What follows belongs to an exercise in optimizing a design on an open flow for small area and a short achievable clock period; a production flow would make more cautious choices. At most, simulation tests tie the RTL to the original design; equivalence was not proved. No driver is modelled on the clock port, so clock power and skew are understated where the tree is cut down; a real chip needs a root buffer or a tree. Power figures rest on the tool's default switching activity, not on a simulated workload.

==> onyx <==
Design accumulator_sum, start of the top module:
module accumulator_sum (
    input  logic        clk,
    input  logic        rst,
    input  logic        start,
    input  logic        clear,
    input  logic [3:0]  data_in_a,
    input  logic [3:0]  data_in_b,
    output logic [3:0]  data_out,
    output logic        data_out_valid,
    output logic        result_complete,
    output logic        ready,
    output logic        response
);
==> module accumulator_sum, before the edit <==
module accumulator_sum (
    input  logic        clk,
    input  logic        rst,
    input  logic        start,
    input  logic        clear,
    input  logic [3:0]  data_in_a,
    input  logic [3:0]  data_in_b,
    output logic [3:0]  data_out,
    output logic        data_out_valid,
    output logic        result_complete,
    output logic        ready,
    output logic        response
);
    logic        s_q;          
    logic        r_q;          
    logic [3:0]  c_q;          
    logic        ready_q, valid_q, complete_q, resp_q;
    logic [3:0]  dout_q;       
    logic [31:0] acc_q;        
    logic [3:0]  hi_q;         
    logic [1:0]  cy_q;         
    logic        zq;           
    logic [3:0]  p_q, g_q;     
    wire idle    = !s_q && !r_q;
    wire sum_go  = idle && start && !clear;
    wire rd_go   = idle && start && clear;
    wire s_last  = s_q && (c_q == 4'd7);
    wire r_last  = r_q && (c_q == 4'd10);
    wire fold_last = idle && !ready_q;
    wire fold    = s_q || fold_last;
    wire en      = fold || r_q;
    wire cy_mid  = (s_q && c_q != 4'd1) || fold_last;
    wire [3:0] lo  = zq ? 4'd0 : acc_q[3:0];
    wire [3:0] fs  = lo ^ p_q;
    wire [4:0] fc  = {(g_q | (p_q & lo)), 1'b0};
    wire [5:0] nib = {2'b00, fs} + {1'b0, fc} + {4'b0000, (cy_mid ? cy_q : 2'b00)};
    always_ff @(posedge clk) begin
        p_q <= data_in_a ^ data_in_b;
        g_q <= data_in_a & data_in_b;
    end
    always_ff @(posedge clk) begin
        if (rst) begin
            s_q        <= 1'b0;
            r_q        <= 1'b0;
            c_q        <= 4'd0;
            ready_q    <= 1'b1;
            valid_q    <= 1'b0;
            complete_q <= 1'b0;
            resp_q     <= 1'b0;
        end else begin
            ready_q    <= idle || r_last;
            valid_q    <= r_q && (c_q <= 4'd9);
            complete_q <= r_last;
            resp_q     <= (s_q && c_q == 4'd6) || (r_q && c_q == 4'd8);
            if (sum_go) begin
                s_q <= 1'b1;
                c_q <= 4'd1;
            end else if (rd_go) begin
                r_q <= 1'b1;
                c_q <= 4'd1;
            end else if (s_last || r_last) begin
                s_q <= 1'b0;
                r_q <= 1'b0;
                c_q <= 4'd0;
            end else if (!idle) begin
                c_q <= c_q + 4'd1;
            end
        end
    end
    always_ff @(posedge clk) begin
        if (en)
            acc_q <= {nib[3:0], acc_q[31:4]};
    end
    always_ff @(posedge clk) begin
        if (rst) begin
            cy_q <= 2'b00;
            hi_q <= 4'd0;
            zq   <= 1'b1;
        end else begin
            cy_q <= fold ? nib[5:4] : 2'b00;
            if (r_last)
                hi_q <= 4'd0;
            else
                hi_q <= hi_q + {2'b00, (cy_mid ? 2'b00 : cy_q)};
            if (r_last)
                zq <= 1'b1;
            else if (fold_last)
                zq <= 1'b0;
        end
    end
    always_ff @(posedge clk) begin
        dout_q <= (r_q && c_q == 4'd9) ? hi_q : lo;
    end
    assign data_out        = dout_q;
    assign data_out_valid  = valid_q;
    assign result_complete = complete_q;
    assign ready           = ready_q;
    assign response        = resp_q;
endmodule
clock: 10.0 ns
lec_check: 0
cap_margin: 20
core_margin: 2
core_utilization: 40
slew_margin: 20
standard.sh (not shown) runs the stock make flow with config.mk's settings and CLKGATE_MAP_FILE= SYNTH_SCRIPT=/design/flow/synth_recipe.tcl, a recipe that flattens the netlist after the stock synthesis.
==> flow/flow/run.sh <==
#!/bin/bash
# Standard ORFS layout with a few settings changed:
#  - abc maps with an area script (flow/abc_area.script; ORFS's scripts are copied so that
#    only this one file differs), and no full/half-adder cells,
#  - small port buffers (buf_1 instead of the slow clkdlybuf4s50_1),
#  - repair_timing aims for extra setup margin (the clock is much slower than the logic),
#  - after CTS, one level of clock buffers drives all flip-flops (flow/cts_post.tcl).
set -euo pipefail
rm -rf orfs_scripts
cp -r "$FLOW_HOME/scripts" orfs_scripts
cp flow/abc_area.script orfs_scripts/abc_area.script
bash standard.sh \
  SCRIPTS_DIR=$PWD/orfs_scripts \
  ADDER_MAP_FILE= ABC_AREA=1 \
  "BUFFER_PORTS_ARGS=-buffer_cell sky130_fd_sc_hd__buf_1" \
  SETUP_SLACK_MARGIN=7.0 \
  "CTS_ARGS=-repair_clock_nets -dont_use_dummy_load" \
  POST_CTS_TCL=$PWD/flow/cts_post.tcl FLOW_CLKBUF=sky130_fd_sc_hd__clkbuf_8 \
  finish > standard_run.log 2>&1
==> flow/flow/cts_post.tcl <==
# After CTS: replace the clock tree by one level of 4 clock buffers, each driving
# the flip-flops of one quarter of the design, all driven by the clock port.
# The design is small: this meets the clock-pin slew limit with less latency and
# area than the two-level H-tree CTS builds. All flip-flops get the same kind of path.
set block [ord::get_db_block]
set clk_net [[$block findBTerm clk] getNet]

# (sourced inside a proc: keep the lists in the global namespace)
set ::cts_sinks {}
set ::cts_bufs {}
set ::cts_nets {}
proc walk_clock {net} {
  foreach it [$net getITerms] {
    if {![$it isInputSignal]} { continue }
    set inst [$it getInst]
    set m [[$inst getMaster] getName]
    if {[regexp {__(clkbuf|buf|clkinv|inv)_} $m]} {
      lappend ::cts_bufs $inst
      foreach ot [$inst getITerms] {
        if {[$ot isOutputSignal] && [$ot getNet] ne "NULL"} {
          lappend ::cts_nets [$ot getNet]
          walk_clock [$ot getNet]
        }
      }
    } else {
      lappend ::cts_sinks $it
    }
  }
}
walk_clock $clk_net
set sinks $::cts_sinks
set bufs $::cts_bufs
set nets $::cts_nets
puts "cts_post: [llength $bufs] clock buffers, [llength $sinks] sinks"

# split the sinks into 4 groups by position (halves by x, then halves by y);
# each group gets its own buffer at its centre, all driven by the clock port
proc sink_xy {it} {
  set b [[$it getInst] getBBox]
  return [list [expr {([$b xMin] + [$b xMax]) / 2}] [expr {([$b yMin] + [$b yMax]) / 2}]]
}
proc split_by {items k} {
  set keyed {}
  foreach it $items { lappend keyed [list [lindex [sink_xy $it] $k] $it] }
  set sorted {}
  foreach p [lsort -integer -index 0 $keyed] { lappend sorted [lindex $p 1] }
  set h [expr {[llength $sorted] / 2}]
  return [list [lrange $sorted 0 [expr {$h - 1}]] [lrange $sorted $h end]]
}
set groups {}
foreach half [split_by $sinks 0] {
  foreach q [split_by $half 1] { lappend groups $q }
}

foreach it $sinks { $it disconnect }
foreach inst $bufs { odb::dbInst_destroy $inst }
foreach net $nets { odb::dbNet_destroy $net }

set master [[ord::get_db] findMaster $::env(FLOW_CLKBUF)]
set i 0
foreach g $groups {
  set sx 0; set sy 0
  foreach it $g {
    lassign [sink_xy $it] x y
    set sx [expr {$sx + $x}]; set sy [expr {$sy + $y}]
  }
  set n [llength $g]
  set buf [odb::dbInst_create $block $master clkbuf_leaf_$i]
  set net [odb::dbNet_create $block clknet_leaf_$i]
  $net setSigType CLOCK
  [$buf findITerm A] connect $clk_net
  [$buf findITerm X] connect $net
  foreach it $g { $it connect $net }
  $buf setLocation [expr {$sx / $n}] [expr {$sy / $n}]
  $buf setPlacementStatus PLACED
  incr i
}

detailed_placement
estimate_parasitics -placement
report_clock_latency
repair_timing_helper
detailed_placement
check_placement -verbose
Other scripts of this flow, unchanged in this note and not shown: flow/flow/abc_area.script
==> garnet (differences from onyx) <==
--- a/flow/design.v
+++ b/flow/design.v
@@ -13,7 +13,5 @@
 );
-    logic        s_q;          
-    logic        r_q;          
-    logic [3:0]  c_q;          
+    logic        s_q, r_q;
+    logic [2:0]  c_q;
     logic        ready_q, valid_q, complete_q, resp_q;
-    logic [3:0]  dout_q;       
     logic [31:0] acc_q;        
@@ -22,8 +20,10 @@
     logic        zq;           
-    logic [3:0]  p_q, g_q;     
+    logic [3:0]  p_q, g_q;
     wire idle    = !s_q && !r_q;
-    wire sum_go  = idle && start && !clear;
-    wire rd_go   = idle && start && clear;
-    wire s_last  = s_q && (c_q == 4'd7);
-    wire r_last  = r_q && (c_q == 4'd10);
+    wire go      = idle && start;
+    wire sum_go  = go && !clear;
+    wire rd_go   = go && clear;
+    wire s_last  = s_q && resp_q;                                    
+    wire r_hi    = r_q && resp_q;                                    
+    wire r_last  = r_q && valid_q && !resp_q && (c_q == 3'd6);       
     wire fold_last = idle && !ready_q;
@@ -31,3 +31,3 @@
     wire en      = fold || r_q;
-    wire cy_mid  = (s_q && c_q != 4'd1) || fold_last;
+    wire cy_mid  = !r_q && !ready_q;
     wire [3:0] lo  = zq ? 4'd0 : acc_q[3:0];
@@ -37,4 +37,13 @@
     always_ff @(posedge clk) begin
-        p_q <= data_in_a ^ data_in_b;
+        if (r_q)
+            p_q <= r_hi ? hi_q : lo;
+        else
+            p_q <= data_in_a ^ data_in_b;
         g_q <= data_in_a & data_in_b;
+    end
+    always_ff @(posedge clk) begin
+        if (go)
+            c_q <= clear ? 3'd6 : 3'd0;
+        else
+            c_q <= c_q + {2'b00, !resp_q};
     end
@@ -44,3 +53,2 @@
             r_q        <= 1'b0;
-            c_q        <= 4'd0;
             ready_q    <= 1'b1;
@@ -51,18 +59,7 @@
             ready_q    <= idle || r_last;
-            valid_q    <= r_q && (c_q <= 4'd9);
+            valid_q    <= r_q && !r_last;
             complete_q <= r_last;
-            resp_q     <= (s_q && c_q == 4'd6) || (r_q && c_q == 4'd8);
-            if (sum_go) begin
-                s_q <= 1'b1;
-                c_q <= 4'd1;
-            end else if (rd_go) begin
-                r_q <= 1'b1;
-                c_q <= 4'd1;
-            end else if (s_last || r_last) begin
-                s_q <= 1'b0;
-                r_q <= 1'b0;
-                c_q <= 4'd0;
-            end else if (!idle) begin
-                c_q <= c_q + 4'd1;
-            end
+            resp_q     <= !idle && (c_q == 3'd5);
+            s_q        <= sum_go || (s_q && !s_last);
+            r_q        <= rd_go || (r_q && !r_last);
         end
@@ -90,6 +87,3 @@
     end
-    always_ff @(posedge clk) begin
-        dout_q <= (r_q && c_q == 4'd9) ? hi_q : lo;
-    end
-    assign data_out        = dout_q;
+    assign data_out        = p_q;
     assign data_out_valid  = valid_q;
==> flow/flow/run.sh (replaced) <==
#!/bin/bash
# The standard ORFS layout (the standard.sh, at the design's clock period and SDC),
# with these settings changed:
#  - synthesis: abc maps with an area script (flow/abc_area.script; ORFS's scripts are
#    copied to orfs_scripts/ so that only this one file differs) and no full/half-adder
#    cells. The registers are the same as in the standard synthesis.
#  - ports get buf_1 buffers instead of the slow clkdlybuf4s50_1.
#  - repair_timing aims for 7.3 ns of setup margin: the 10 ns clock is much slower
#    than the logic, and the achieved period is what counts.
#  - core utilisation 65 % (a smaller die, shorter wires).
#  - after CTS, one level of 4 clock buffers drives all flip-flops (flow/cts_post.tcl).
# Each tool's output goes to standard_run.log and to ORFS's logs under orfs/logs/.
set -euo pipefail
PLATFORM_DONT_USE=$(sed -n '/^export DONT_USE_CELLS/,/^$/p' "$FLOW_HOME/platforms/sky130hd/config.mk" | grep -o 'sky130_fd_sc_hd__[A-Za-z0-9_]*' | tr '\n' ' ')
NO_REPAIR="sky130_fd_sc_hd__dlygate4sd1_1 sky130_fd_sc_hd__dlygate4sd2_1 sky130_fd_sc_hd__dlygate4sd3_1 sky130_fd_sc_hd__dlymetal6s2s_1 sky130_fd_sc_hd__dlymetal6s4s_1 sky130_fd_sc_hd__dlymetal6s6s_1 sky130_fd_sc_hd__clkdlybuf4s15_1 sky130_fd_sc_hd__clkdlybuf4s18_1 sky130_fd_sc_hd__clkdlybuf4s25_1 sky130_fd_sc_hd__clkdlybuf4s50_1 sky130_fd_sc_hd__clkdlybuf4s15_2 sky130_fd_sc_hd__clkdlybuf4s18_2 sky130_fd_sc_hd__clkdlybuf4s25_2 sky130_fd_sc_hd__clkdlybuf4s50_2 sky130_fd_sc_hd__buf_6 sky130_fd_sc_hd__buf_8 sky130_fd_sc_hd__buf_12 sky130_fd_sc_hd__buf_16 sky130_fd_sc_hd__dfxtp_4 sky130_fd_sc_hd__inv_6 sky130_fd_sc_hd__inv_8 sky130_fd_sc_hd__inv_12 sky130_fd_sc_hd__inv_16"
rm -rf orfs_scripts
cp -r "$FLOW_HOME/scripts" orfs_scripts
cp flow/abc_area.script orfs_scripts/abc_area.script
bash standard.sh \
  SCRIPTS_DIR=$PWD/orfs_scripts \
  ADDER_MAP_FILE= ABC_AREA=1 \
  "DONT_USE_CELLS=$PLATFORM_DONT_USE $NO_REPAIR" \
  "BUFFER_PORTS_ARGS=-buffer_cell sky130_fd_sc_hd__buf_1" \
  SETUP_SLACK_MARGIN=7.3 CORE_UTILIZATION=65 \
  "CTS_ARGS=-repair_clock_nets -dont_use_dummy_load" \
  POST_CTS_TCL=$PWD/flow/cts_post.tcl FLOW_CLKBUF=sky130_fd_sc_hd__clkbuf_16 FLOW_CLKGROUPS=2 \
  finish > standard_run.log 2>&1
--- a/flow/flow/cts_post.tcl
+++ b/flow/flow/cts_post.tcl
@@ -1,3 +1,3 @@
-# After CTS: replace the clock tree by one level of 4 clock buffers, each driving
-# the flip-flops of one quarter of the design, all driven by the clock port.
+# After CTS: replace the clock tree by one level of clock buffers (FLOW_CLKGROUPS of
+# them), each driving the flip-flops of one part of the design, all driven by the clock port.
 # The design is small: this meets the clock-pin slew limit with less latency and
@@ -35,3 +35,3 @@
 
-# split the sinks into 4 groups by position (halves by x, then halves by y);
+# split the sinks into 1, 2 or 4 groups by position (halves by x, then halves by y);
 # each group gets its own buffer at its centre, all driven by the clock port
@@ -49,5 +49,10 @@
 }
-set groups {}
-foreach half [split_by $sinks 0] {
-  foreach q [split_by $half 1] { lappend groups $q }
+set groups [list $sinks]
+if {$::env(FLOW_CLKGROUPS) >= 2} { set groups [split_by $sinks 0] }
+if {$::env(FLOW_CLKGROUPS) >= 4} {
+  set g4 {}
+  foreach half $groups {
+    foreach q [split_by $half 1] { lappend g4 $q }
+  }
+  set groups $g4
 }
==> summary.txt <==
* Share of total power in combinational logic at 0.123
* Worst slew slack as a fraction of its limit at 0.3700
* Worst-path clk slew at 100 ps
* Run status: complete, no violations
* Instance count on the critical path at 1
* Cell total after placement at 228
* Arrival time of the worst setup path at 630 ps
* Sequential group power at 0.296 mW
* Cell family with the largest share of critical-path delay: flip-flops
* Endpoint of the worst-slack reg-to-reg timing path: cy_q[0]
* Flops & latches, synth at 56
Source of the figures above: garnet

==> summary.txt <==
* Sequential group power at 0.303 mW
* Cell family with the largest share of critical-path delay: buffers and inverters
* Worst-path clk slew at 90 ps
* Worst slew slack as a fraction of its limit at 0.6776
* Arrival time of the worst setup path at 2870 ps
* Instance count on the critical path at 6
* Endpoint of the worst-slack reg-to-reg timing path: cy_q[1]
* Cell total after placement at 299
* Run status: complete, no violations
* Flops & latches, synth at 61
Source of the figures above: onyx

For onyx, only the layout was checked, not whether the RTL still works. In every run of this note, the design's own scripts or RTL, not TritonCTS, make the clock network.

static timing again, ports no longer ideal:
The results above use ideal ports. As a check the final layouts listed here were re-extracted and re-timed, cells and wires unchanged.
Step 1 sets driving cells, clkbuf_16 on the clock port and buf_2 on the other inputs (assumed; they add their load-dependent delay and slew).
Step 2 adds t to the input delays and takes it off the output delays; t is the mean of the earliest and latest rising clock arrival at the registers after step 1. Input paths then give back, and output paths get back, about the clock's delay inside the block.
Slacks: ideal ports / drivers / drivers and shift; pairs: ideal ports / drivers.
run | t (ns) | slack for setup (ns) | hold slack, ns | clock arrival spread, ns
onyx | 0.201 | 7.201 / 7.236 / 7.035 | 0.412 / 0.412 / 0.412 | 0.009 / 0.009
garnet | 0.199 | 7.375 / 7.331 / 7.267 | 0.424 / 0.424 / 0.424 | 0.004 / 0.004
After both steps every run listed still meets setup and hold. The setup slack of onyx, which loses most, moves by +0.035 ns with the drivers and by -0.166 ns with both steps.
